This is an optimization exercise on Yosys and OpenROAD, whose aim is small area and a short achievable clock period, not a production implementation.
At most, simulation tests tie the RTL to the original design; equivalence was not proved.
Power and IR drop assume default switching activity.

red:
## systolic_2x2
module systolic_2x2 #(parameter DATA_TYPE = 3'b011) (
    input clk,
    input rst,
    input load_in,
    input [31:0] row_in_row0, row_in_row1,
    input [31:0] col_in_col0, col_in_col1,
    output [63:0] result_row00, result_row01, result_row10, result_row11,
    output carry_00, carry_01, carry_10, carry_11,
    output reg done,
    output reg valid_op
);
    wire [31:0] pe00_row_out, pe00_col_out;
    wire [31:0] pe01_row_out, pe01_col_out;
    wire [31:0] pe10_row_out, pe10_col_out;
    wire [31:0] pe11_row_out, pe11_col_out;
    wire [64:0] pe00_result, pe01_result, pe10_result, pe11_result;
    reg  [19:0] vld;
    reg         pe_done;
    wire pe00_done = pe_done, pe01_done = pe_done, pe10_done = pe_done, pe11_done = pe_done;
    always @(posedge clk) begin
        if (rst) begin
            vld     <= 20'b0;
            pe_done <= 1'b0;
        end else begin
            vld     <= {vld[18:0], load_in};
            pe_done <= vld[19] & ~load_in;
        end
    end
    pe #(.HOLD_A(1), .HOLD_B(1)) pe00 (.clk(clk), .rst(rst), .load_in(load_in), .mul_done(vld[19]),
  ...
For scale: about 24000 cells after synthesis.
==> flow/config.mk <==
export PLATFORM = sky130hd
export DESIGN_NAME = systolic_2x2
export DESIGN_NICKNAME = systolic_2x2
export VERILOG_FILES = /design/flow/design.v
export SDC_FILE = /design/flow/constraint.sdc
export NUM_CORES = 8
export LEC_CHECK = 0
export CAP_MARGIN = 20
export CELL_PAD_IN_SITES_DETAIL_PLACEMENT = 1
export CORE_MARGIN = 2
export CORE_UTILIZATION = 35
export CTS_CLUSTER_DIAMETER = 70
export CTS_CLUSTER_SIZE = 24
export PLACE_DENSITY = 0.5
export SETUP_SLACK_MARGIN = 2.2
export SLEW_MARGIN = 60
==> flow/constraint.sdc <==
create_clock -name core_clock -period 5.0 [get_ports {clk}]
set_input_delay 1.0000 -clock core_clock [delete_from_list [all_inputs] [get_ports {clk}]]
set_output_delay 1.0000 -clock core_clock [all_outputs]
set_load 0.01 [all_outputs]
standard.sh (not shown) runs the stock make flow with config.mk's settings and CLKGATE_MAP_FILE= SYNTH_SCRIPT=/design/flow/synth_recipe.tcl, a recipe that flattens the netlist after the stock synthesis.
==> flow/flow/run.sh <==
#!/bin/bash
# Own layout flow: the standard flow, except in synthesis:
#  - the prefix adder modules (pfx_add*) and the tree's full/half adder modules
#    (fa3, ha2) are kept apart until the design is flattened at the end;
#  - ABC maps the accumulator adder, the other prefix adders and the rest of the
#    design with the scripts named in MY_ABC_PLAN / MY_ABC_MAIN below.
# Every register, and everything after synthesis, is the standard flow's.
set -euo pipefail
W=$(pwd)
F=$W/flow
KEEP="pfx_add32x pfx_add64pg pfx_add65 fa3 ha2"
# same make call as standard.sh, with our synthesis script in place of synth_recipe.tcl
sed -e "s#SYNTH_SCRIPT=[^ ]*synth_recipe.tcl#SYNTH_SCRIPT=$W/my_synth.tcl#" \
    -e "s#CLKGATE_MAP_FILE= #CLKGATE_MAP_FILE= 'SYNTH_KEEP_MODULES=$KEEP' #" standard.sh > my_standard.sh
grep -q "SYNTH_SCRIPT=$W/my_synth.tcl" my_standard.sh
grep -q "SYNTH_KEEP_MODULES=" my_standard.sh
sed "s#@FLOW_SYNTH@#$W/synth_recipe.tcl#" $F/my_synth.tcl.in > $W/my_synth.tcl
export MY_FLOW=$F
export MY_ABC_PLAN="adder_fast.abc pfx_add65 adder.abc pfx_add*"
export MY_ABC_MAIN=main.abc
bash my_standard.sh synth > $W/synth.log 2>&1
bash standard.sh finish > $W/layout.log 2>&1
test -f out/final.def
==> flow/flow/adder.abc <==
strash
dch
map -D 1600
buffer -c
topo
upsize -c
dnsize -c
==> flow/flow/adder_fast.abc <==
strash
dch
map
buffer -c
topo
upsize -c
dnsize -c
==> flow/flow/main.abc <==
strash
dch
map -D 2000
buffer -c
topo
upsize -c
dnsize -c
==> flow/flow/my_synth.tcl.in <==
# synth_recipe.tcl, with other ABC scripts: the prefix adders first (the
# accumulator's with its own script), then the rest of the design
proc abc {args} {
  set i [lsearch -exact $args -script]
  foreach {script mods} $::env(MY_ABC_PLAN) {
    set a $args
    lset a [expr {$i + 1}] $::env(MY_FLOW)/$script
    puts "own flow: abc with $script on $mods"
    yosys abc {*}$a {*}$mods
  }
  set a $args
  lset a [expr {$i + 1}] $::env(MY_FLOW)/$::env(MY_ABC_MAIN)
  puts "own flow: abc with $::env(MY_ABC_MAIN) on the rest"
  yosys abc {*}$a
}
source @FLOW_SYNTH@
> inputs changed (red -> blue)
==> flow/flow/run.sh <==
#!/bin/bash
# Own layout flow: the standard flow, except that synthesis keeps the prefix
# adder modules (pfx_add*) and the tree's full/half adder modules (fa3, ha2)
# apart until the end, and maps the prefix adders with a delay-oriented ABC
# script. Everything else, including every register, is the standard
# synthesis; the design is flattened before it is written out.
set -euo pipefail
W=$(pwd)
F=$W/flow
KEEP="pfx_add32x pfx_add64pg pfx_add65 fa3 ha2"
# same make call as standard.sh, with our synthesis script in place of synth_recipe.tcl
sed -e "s#SYNTH_SCRIPT=[^ ]*synth_recipe.tcl#SYNTH_SCRIPT=$W/my_synth.tcl#" \
    -e "s#CLKGATE_MAP_FILE= #CLKGATE_MAP_FILE= 'SYNTH_KEEP_MODULES=$KEEP' #" standard.sh > my_standard.sh
grep -q "SYNTH_SCRIPT=$W/my_synth.tcl" my_standard.sh
grep -q "SYNTH_KEEP_MODULES=" my_standard.sh
sed "s#@FLOW_SYNTH@#$W/synth_recipe.tcl#" $F/my_synth.tcl.in > $W/my_synth.tcl
export MY_ABC_SCRIPT=$F/adder.abc
export MY_ABC_MODS="pfx_add*"
bash my_standard.sh synth > $W/synth.log 2>&1
bash standard.sh finish > $W/layout.log 2>&1
test -f out/final.def
==> flow/flow/my_synth.tcl.in <==
# synth_recipe.tcl, with ABC run first on the adder modules with another script
proc abc {args} {
  set i [lsearch -exact $args -script]
  set fast $args
  lset fast [expr {$i + 1}] $::env(MY_ABC_SCRIPT)
  puts "own flow: abc with $::env(MY_ABC_SCRIPT) on $::env(MY_ABC_MODS)"
  yosys abc {*}$fast {*}$::env(MY_ABC_MODS)
  yosys abc {*}$args
}
source @FLOW_SYNTH@
removed: flow/flow/adder_fast.abc
removed: flow/flow/main.abc
Findings:
blue completed every stage of the flow, and the final layout passed the timing, DRC and antenna checks.
Lower placed instance area was reported by red, not blue.
Final instance area, red and blue: lower on red
Global-route usage, red and blue: higher on red
Re clock share of power: red and blue aren't equal, and the higher value belongs to blue.
Looking at path category of the worst min-delay check, the register to register result is from red; the input port to register one comes from blue.
#### Input delta (green over blue)
==> flow/flow/run.sh <==
#!/bin/bash
# Own layout flow: the standard flow, except in synthesis:
#  - the prefix adder modules (pfx_add*) and the tree's full/half adder modules
#    (fa3, ha2) are kept apart until the design is flattened at the end;
#  - ABC maps the accumulator adder, the other prefix adders and the rest of the
#    design with the scripts named in MY_ABC_PLAN / MY_ABC_MAIN below.
# Every register, and everything after synthesis, is the standard flow's.
set -euo pipefail
W=$(pwd)
F=$W/flow
KEEP="pfx_add32x pfx_add64pg pfx_add65 fa3 ha2"
# same make call as standard.sh, with our synthesis script in place of synth_recipe.tcl
sed -e "s#SYNTH_SCRIPT=[^ ]*synth_recipe.tcl#SYNTH_SCRIPT=$W/my_synth.tcl#" \
    -e "s#CLKGATE_MAP_FILE= #CLKGATE_MAP_FILE= 'SYNTH_KEEP_MODULES=$KEEP' #" standard.sh > my_standard.sh
grep -q "SYNTH_SCRIPT=$W/my_synth.tcl" my_standard.sh
grep -q "SYNTH_KEEP_MODULES=" my_standard.sh
sed "s#@FLOW_SYNTH@#$W/synth_recipe.tcl#" $F/my_synth.tcl.in > $W/my_synth.tcl
export MY_FLOW=$F
export MY_ABC_PLAN="adder_fast.abc pfx_add65 adder_fast.abc pfx_add32x adder.abc pfx_add*"
export MY_ABC_MAIN=main.abc
bash my_standard.sh synth > $W/synth.log 2>&1
bash standard.sh finish > $W/layout.log 2>&1
test -f out/final.def
==> flow/flow/adder_fast.abc (new file) <==
strash
dch
map
buffer -c
topo
upsize -c
dnsize -c
==> flow/flow/main.abc (new file) <==
strash
dch
map -D 2000
buffer -c
topo
upsize -c
dnsize -c
==> flow/flow/my_synth.tcl.in <==
# synth_recipe.tcl, with other ABC scripts: the prefix adders first (the
# accumulator's with its own script), then the rest of the design
proc abc {args} {
  set i [lsearch -exact $args -script]
  foreach {script mods} $::env(MY_ABC_PLAN) {
    set a $args
    lset a [expr {$i + 1}] $::env(MY_FLOW)/$script
    puts "own flow: abc with $script on $mods"
    yosys abc {*}$a {*}$mods
  }
  set a $args
  lset a [expr {$i + 1}] $::env(MY_FLOW)/$::env(MY_ABC_MAIN)
  puts "own flow: abc with $::env(MY_ABC_MAIN) on the rest"
  yosys abc {*}$a
}
source @FLOW_SYNTH@
-- flow/config.mk --
<<< blue, line 13
export CTS_CLUSTER_SIZE = 24
export PLACE_DENSITY = 0.5
export SETUP_SLACK_MARGIN = 2.2
export SLEW_MARGIN = 60
>>> green, line 13
export CTS_CLUSTER_SIZE = 24
export PLACE_DENSITY = 0.5
export SETUP_SLACK_MARGIN = 2.3
export SLEW_MARGIN = 60
Results
green: PASS, flow complete, no timing, DRC or antenna violations
blue went all the way through synthesis, placement and routing and the layout is clean on timing, DRC and antenna.
Total power: green above blue
The clock-buffer cell count of green falls short of that of blue by 12.
A library cell contributing the largest single delay on the critical path of fa_1 is what green shows, while dfxtp_4 belongs to blue.
Where global-route wire length before repair is concerned, blue is better than green.
green ended with more post-cts resize count than blue.
The routed wire length in blue is 0.883 times that in green.
green: antenna diode instance count 12 above blue
green gives more global routing met1 resource utilization than blue did.
Function was not checked in any run of this note: the RTL went through the layout flow alone.


== build 8 ==
Another version of the RTL of systolic_2x2 (not shown whole).
For scale: roughly 6600 flip-flops.
export LEC_CHECK = 0
export CAP_MARGIN = 20
export CELL_PAD_IN_SITES_DETAIL_PLACEMENT = 1
export CORE_MARGIN = 2
export CORE_UTILIZATION = 35
export CTS_CLUSTER_DIAMETER = 80
export CTS_CLUSTER_SIZE = 28
export PLACE_DENSITY = 0.5
export SETUP_SLACK_MARGIN = 2.4
export SLEW_MARGIN = 45
create_clock -name core_clock -period 5.0 [get_ports {clk}]
==> flow/flow/run.sh <==
#!/bin/bash
# Own layout flow: the standard flow, except in synthesis:
#  - the prefix adder modules (pfx_*) and the tree's full/half adder modules
#    (fa3, ha2) are kept apart until the design is flattened at the end;
#  - ABC maps the accumulator adder, the other prefix adders and the rest of the
#    design with the scripts named in MY_ABC_PLAN / MY_ABC_MAIN below.
#  - clock tree synthesis adds no dummy loads (CTS_ARGS below).
# Every register, and everything else, is the standard flow's.
set -euo pipefail
W=$(pwd)
F=$W/flow
KEEP="pfx_car33 pfx_add64pg pfx_sum65 fa3 ha2"
# CTS as the standard flow runs it (same clustering as config.mk), without the
# dummy loads it adds at the tree's leaves
CTS="-sink_clustering_enable -repair_clock_nets -sink_clustering_size 28 -sink_clustering_max_diameter 80 -dont_use_dummy_load"
# same make call as standard.sh, with our synthesis script in place of synth_recipe.tcl
sed -e "s#SYNTH_SCRIPT=[^ ]*synth_recipe.tcl#SYNTH_SCRIPT=$W/my_synth.tcl#" \
    -e "s#CLKGATE_MAP_FILE= #CLKGATE_MAP_FILE= 'SYNTH_KEEP_MODULES=$KEEP' 'CTS_ARGS=$CTS' #" standard.sh > my_standard.sh
grep -q "SYNTH_SCRIPT=$W/my_synth.tcl" my_standard.sh
grep -q "SYNTH_KEEP_MODULES=" my_standard.sh
grep -q "CTS_ARGS=" my_standard.sh
sed "s#@FLOW_SYNTH@#$W/synth_recipe.tcl#" $F/my_synth.tcl.in > $W/my_synth.tcl
export MY_FLOW=$F
export MY_ABC_PLAN="adder_fast.abc pfx_sum65 adder_fast.abc pfx_car33 adder.abc pfx_add64pg"
export MY_ABC_MAIN=main.abc
bash my_standard.sh synth > $W/synth.log 2>&1
bash my_standard.sh finish > $W/layout.log 2>&1
test -f out/final.def
==> flow/flow/adder_fast.abc <==
strash
dch
map
buffer -c
topo
upsize -c
dnsize -c
==> flow/flow/main.abc <==
strash
dch
map -D 2000
buffer -c
topo
upsize -c
dnsize -c
==> flow/flow/my_synth.tcl.in <==
# synth_recipe.tcl, with other ABC scripts: the prefix adders first (the
# accumulator's with its own script), then the rest of the design
proc abc {args} {
  set i [lsearch -exact $args -script]
  foreach {script mods} $::env(MY_ABC_PLAN) {
    set a $args
    lset a [expr {$i + 1}] $::env(MY_FLOW)/$script
    puts "own flow: abc with $script on $mods"
    yosys abc {*}$a {*}$mods
  }
  set a $args
  lset a [expr {$i + 1}] $::env(MY_FLOW)/$::env(MY_ABC_MAIN)
  puts "own flow: abc with $::env(MY_ABC_MAIN) on the rest"
  yosys abc {*}$a
}
source @FLOW_SYNTH@
Scripts as last shown in full above: flow/flow/adder.abc
> inputs changed (build 8 -> build 56)
Settings: swapping 35 for 45 in CORE_UTILIZATION; swapping 45 for 60 in SLEW_MARGIN; swapping 0.5 for 0.55 in PLACE_DENSITY.
## What came out
- Build 56 was carried through to the last stage, and its layout satisfied the timing, DRC and antenna checks.
- Build 56 vs build 8 — net switching component of the power dropped about 2%.
- Build 56 ends up with a area of all placed cells without fillers that is 2.4% lower than in build 8.
- When the final numbers for build 8 and build 56 were put side by side, the post-layout minimum cycle time turned out to be greater in build 56.
- Build 56 against build 8; total routed wirelength is down by a few percent.
- Side by side, total track usage turned out higher in build 56 than in build 8.
- ~same total area of sequential cells in build 8 and build 56
- Row global-route track usage on met3: build 56 higher / build 8 lower
- Count of clock buffers in the final design in build 56 is 29 below build 8.
- Fmax: build 56 below build 8
- Synthesized cell count: build 56 vs build 8 identical
[inputs] build 17 vs build 56
Settings: swapping 28 for 24 in CTS_CLUSTER_SIZE; swapping 45 for 35 in CORE_UTILIZATION; swapping 0.55 for 0.5 in PLACE_DENSITY; swapping 2.4 for 2.3 in SETUP_SLACK_MARGIN; swapping 80 for 70 in CTS_CLUSTER_DIAMETER.
--- a/flow/flow/run.sh
+++ b/flow/flow/run.sh
@@ -15 +15 @@
-CTS="-sink_clustering_enable -repair_clock_nets -sink_clustering_size 28 -sink_clustering_max_diameter 80 -dont_use_dummy_load"
+CTS="-sink_clustering_enable -repair_clock_nets -sink_clustering_size 24 -sink_clustering_max_diameter 70 -dont_use_dummy_load"
==> comparison <==
- Build 17 did not stop at any stage, and its layout met the timing, DRC and antenna checks.
- From build 56 to build 17 the numbers moved as follows: cell count increased by 2222 relative to the old numbers; wire length of the first global-routing pass higher; normalized max-slew margin grew by 1.6 points; power in combinational cells essentially unchanged.
diff inputs: build 17 => build 31
Settings: CTS_CLUSTER_DIAMETER changed from 70 to 80; CTS_CLUSTER_SIZE changed from 24 to 28; PLACE_DENSITY changed from 0.5 to 0.62; SETUP_SLACK_MARGIN changed from 2.3 to 2.4; CORE_UTILIZATION changed from 35 to 52; SLEW_MARGIN changed from 60 to 45.
--- a/flow/flow/run.sh
+++ b/flow/flow/run.sh
@@ -15 +15 @@
-CTS="-sink_clustering_enable -repair_clock_nets -sink_clustering_size 24 -sink_clustering_max_diameter 70 -dont_use_dummy_load"
+CTS="-sink_clustering_enable -repair_clock_nets -sink_clustering_size 28 -sink_clustering_max_diameter 80 -dont_use_dummy_load"
Notes after the runs:
Build 31: all stages complete, timing, DRC and antenna checks passed. Looking at number of well-tap cells placed across build 31 and build 17, the one that comes out higher is build 17. [diff] post-route total power, build 31 relative to build 17: improvement. Looking at design internal power across build 31 and build 17, the one that comes out lower is build 31. Compared with build 17, build 31 shows a lower final critical-path required period.
### build 31 -> build 18
Settings: SLEW_MARGIN now 60, was 45; CTS_CLUSTER_DIAMETER now 70, was 80; SETUP_SLACK_MARGIN now 2.3, was 2.4; CORE_UTILIZATION now 35, was 52; CTS_CLUSTER_SIZE now 24, was 28; PLACE_DENSITY now 0.5, was 0.62.
--- a/flow/flow/run.sh
+++ b/flow/flow/run.sh
@@ -7,2 +7 @@
-#  - clock tree synthesis adds no dummy loads (CTS_ARGS below).
-# Every register, and everything else, is the standard flow's.
+# Every register, and everything after synthesis, is the standard flow's.
@@ -13,3 +11,0 @@
-# CTS as the standard flow runs it (same clustering as config.mk), without the
-# dummy loads it adds at the tree's leaves
-CTS="-sink_clustering_enable -repair_clock_nets -sink_clustering_size 28 -sink_clustering_max_diameter 80 -dont_use_dummy_load"
@@ -18 +14 @@
-    -e "s#CLKGATE_MAP_FILE= #CLKGATE_MAP_FILE= 'SYNTH_KEEP_MODULES=$KEEP' 'CTS_ARGS=$CTS' #" standard.sh > my_standard.sh
+    -e "s#CLKGATE_MAP_FILE= #CLKGATE_MAP_FILE= 'SYNTH_KEEP_MODULES=$KEEP' #" standard.sh > my_standard.sh
@@ -21 +16,0 @@
-grep -q "CTS_ARGS=" my_standard.sh
@@ -27 +22 @@
-bash my_standard.sh finish > $W/layout.log 2>&1
+bash standard.sh finish > $W/layout.log 2>&1
Results
Relative to build 31, number of inserted diodes increased by 13 in build 18. Die area came out higher on build 18 than on build 31. Build 18 vs. build 31: worst setup skew after layout went down by 32 ps.
diff inputs: build 18 => build 45
Settings: GPL_ROUTABILITY_DRIVEN: unset -> 0; SETUP_SLACK_MARGIN: 2.3 -> 2.4; CTS_CLUSTER_DIAMETER: 70 -> 80; CTS_CLUSTER_SIZE: 24 -> 28.
--- a/flow/flow/run.sh
+++ b/flow/flow/run.sh
@@ -7 +7,2 @@
-# Every register, and everything after synthesis, is the standard flow's.
+#  - clock tree synthesis adds no dummy loads (CTS_ARGS below).
+# Every register, and everything else, is the standard flow's.
@@ -11,0 +13,3 @@
+# CTS as the standard flow runs it (same clustering as config.mk), without the
+# dummy loads it adds at the tree's leaves
+CTS="-sink_clustering_enable -repair_clock_nets -sink_clustering_size 28 -sink_clustering_max_diameter 80 -dont_use_dummy_load"
@@ -14 +18 @@
-    -e "s#CLKGATE_MAP_FILE= #CLKGATE_MAP_FILE= 'SYNTH_KEEP_MODULES=$KEEP' #" standard.sh > my_standard.sh
+    -e "s#CLKGATE_MAP_FILE= #CLKGATE_MAP_FILE= 'SYNTH_KEEP_MODULES=$KEEP' 'CTS_ARGS=$CTS' #" standard.sh > my_standard.sh
@@ -16,0 +21 @@
+grep -q "CTS_ARGS=" my_standard.sh
@@ -22 +27 @@
-bash standard.sh finish > $W/layout.log 2>&1
+bash my_standard.sh finish > $W/layout.log 2>&1
## What came out
- Measured against each other, build 45 and build 18 differ in part of the power in registers, the higher figure coming from build 45.
- Relative to build 18, the layout clock buffer count measured on build 45 has decreased by more than 10%.
- On aggregate global-route resource usage, build 45 tracks build 18 almost exactly.
- Per the comparison of build 45 with build 18, net switching share of the total power saw a decrease, final cell count decreased 0.54%, power now sits lower, power drawn by the combinational cells held steady, area share of and/or/nand/nor cells after synthesis did not really move.
- Comparing build 18 against build 45, there is no change at all in cell area after synthesis.
- Build 18 has a higher final core utilization than build 45.

[separate check: timing with driven ports]
No port has a modelled driver above. Below, the same layouts with a new extraction and two added sets of constraints.
Step 1 (the two cells are an assumption about what drives the block):
set clk [get_ports {clk}]
set_driving_cell -lib_cell sky130_fd_sc_hd__clkbuf_16 $clk
set_driving_cell -lib_cell sky130_fd_sc_hd__buf_2 [delete_from_list [all_inputs] $clk]
Step 2, shift: input delay + t, output delay - t, t = (earliest + latest rising clock arrival at the registers) / 2. This alone moves slack from input paths to output paths.
a / b / c = ideal ports / drivers / drivers and shift; a / b = the first two.
| run | t (ns) | setup WS [ns] | worst setup path after step 2 | worst register clock-pin slew, ns | worst slew at a driven data input, ns |
|---|---|---|---|---|---|
| red | 1.187 | 2.115 / 2.115 / 1.853 | input to register | 0.10 / 0.10 | 0.10 |
| blue | 1.176 | 2.147 / 2.144 / 1.730 | input to register | 0.09 / 0.09 | 0.10 |
| green | 1.191 | 2.298 / 2.229 / 1.807 | input to register | 0.10 / 0.10 | 0.14 |
| build 8 | 1.160 | 2.368 / 2.231 / 1.534 | input to register | 0.11 / 0.11 | 0.08 |
| build 56 | 1.115 | 2.323 / 2.304 / 1.662 | input to register | 0.11 / 0.11 | 0.08 |
| build 17 | 1.154 | 2.243 / 2.236 / 1.672 | input to register | 0.10 / 0.10 | 0.08 |
| build 31 | 1.123 | 2.285 / 2.259 / 1.755 | input to register | 0.11 / 0.11 | 0.09 |
| build 18 | 1.208 | 2.260 / 2.177 / 1.641 | input to register | 0.10 / 0.10 | 0.08 |
| build 45 | 1.121 | 2.334 / 2.223 / 1.797 | input to register | 0.11 / 0.11 | 0.13 |
After both steps every run listed still meets setup and hold. The setup slack of build 8, which loses most, moves by -0.137 ns with the drivers and by -0.834 ns with both steps.
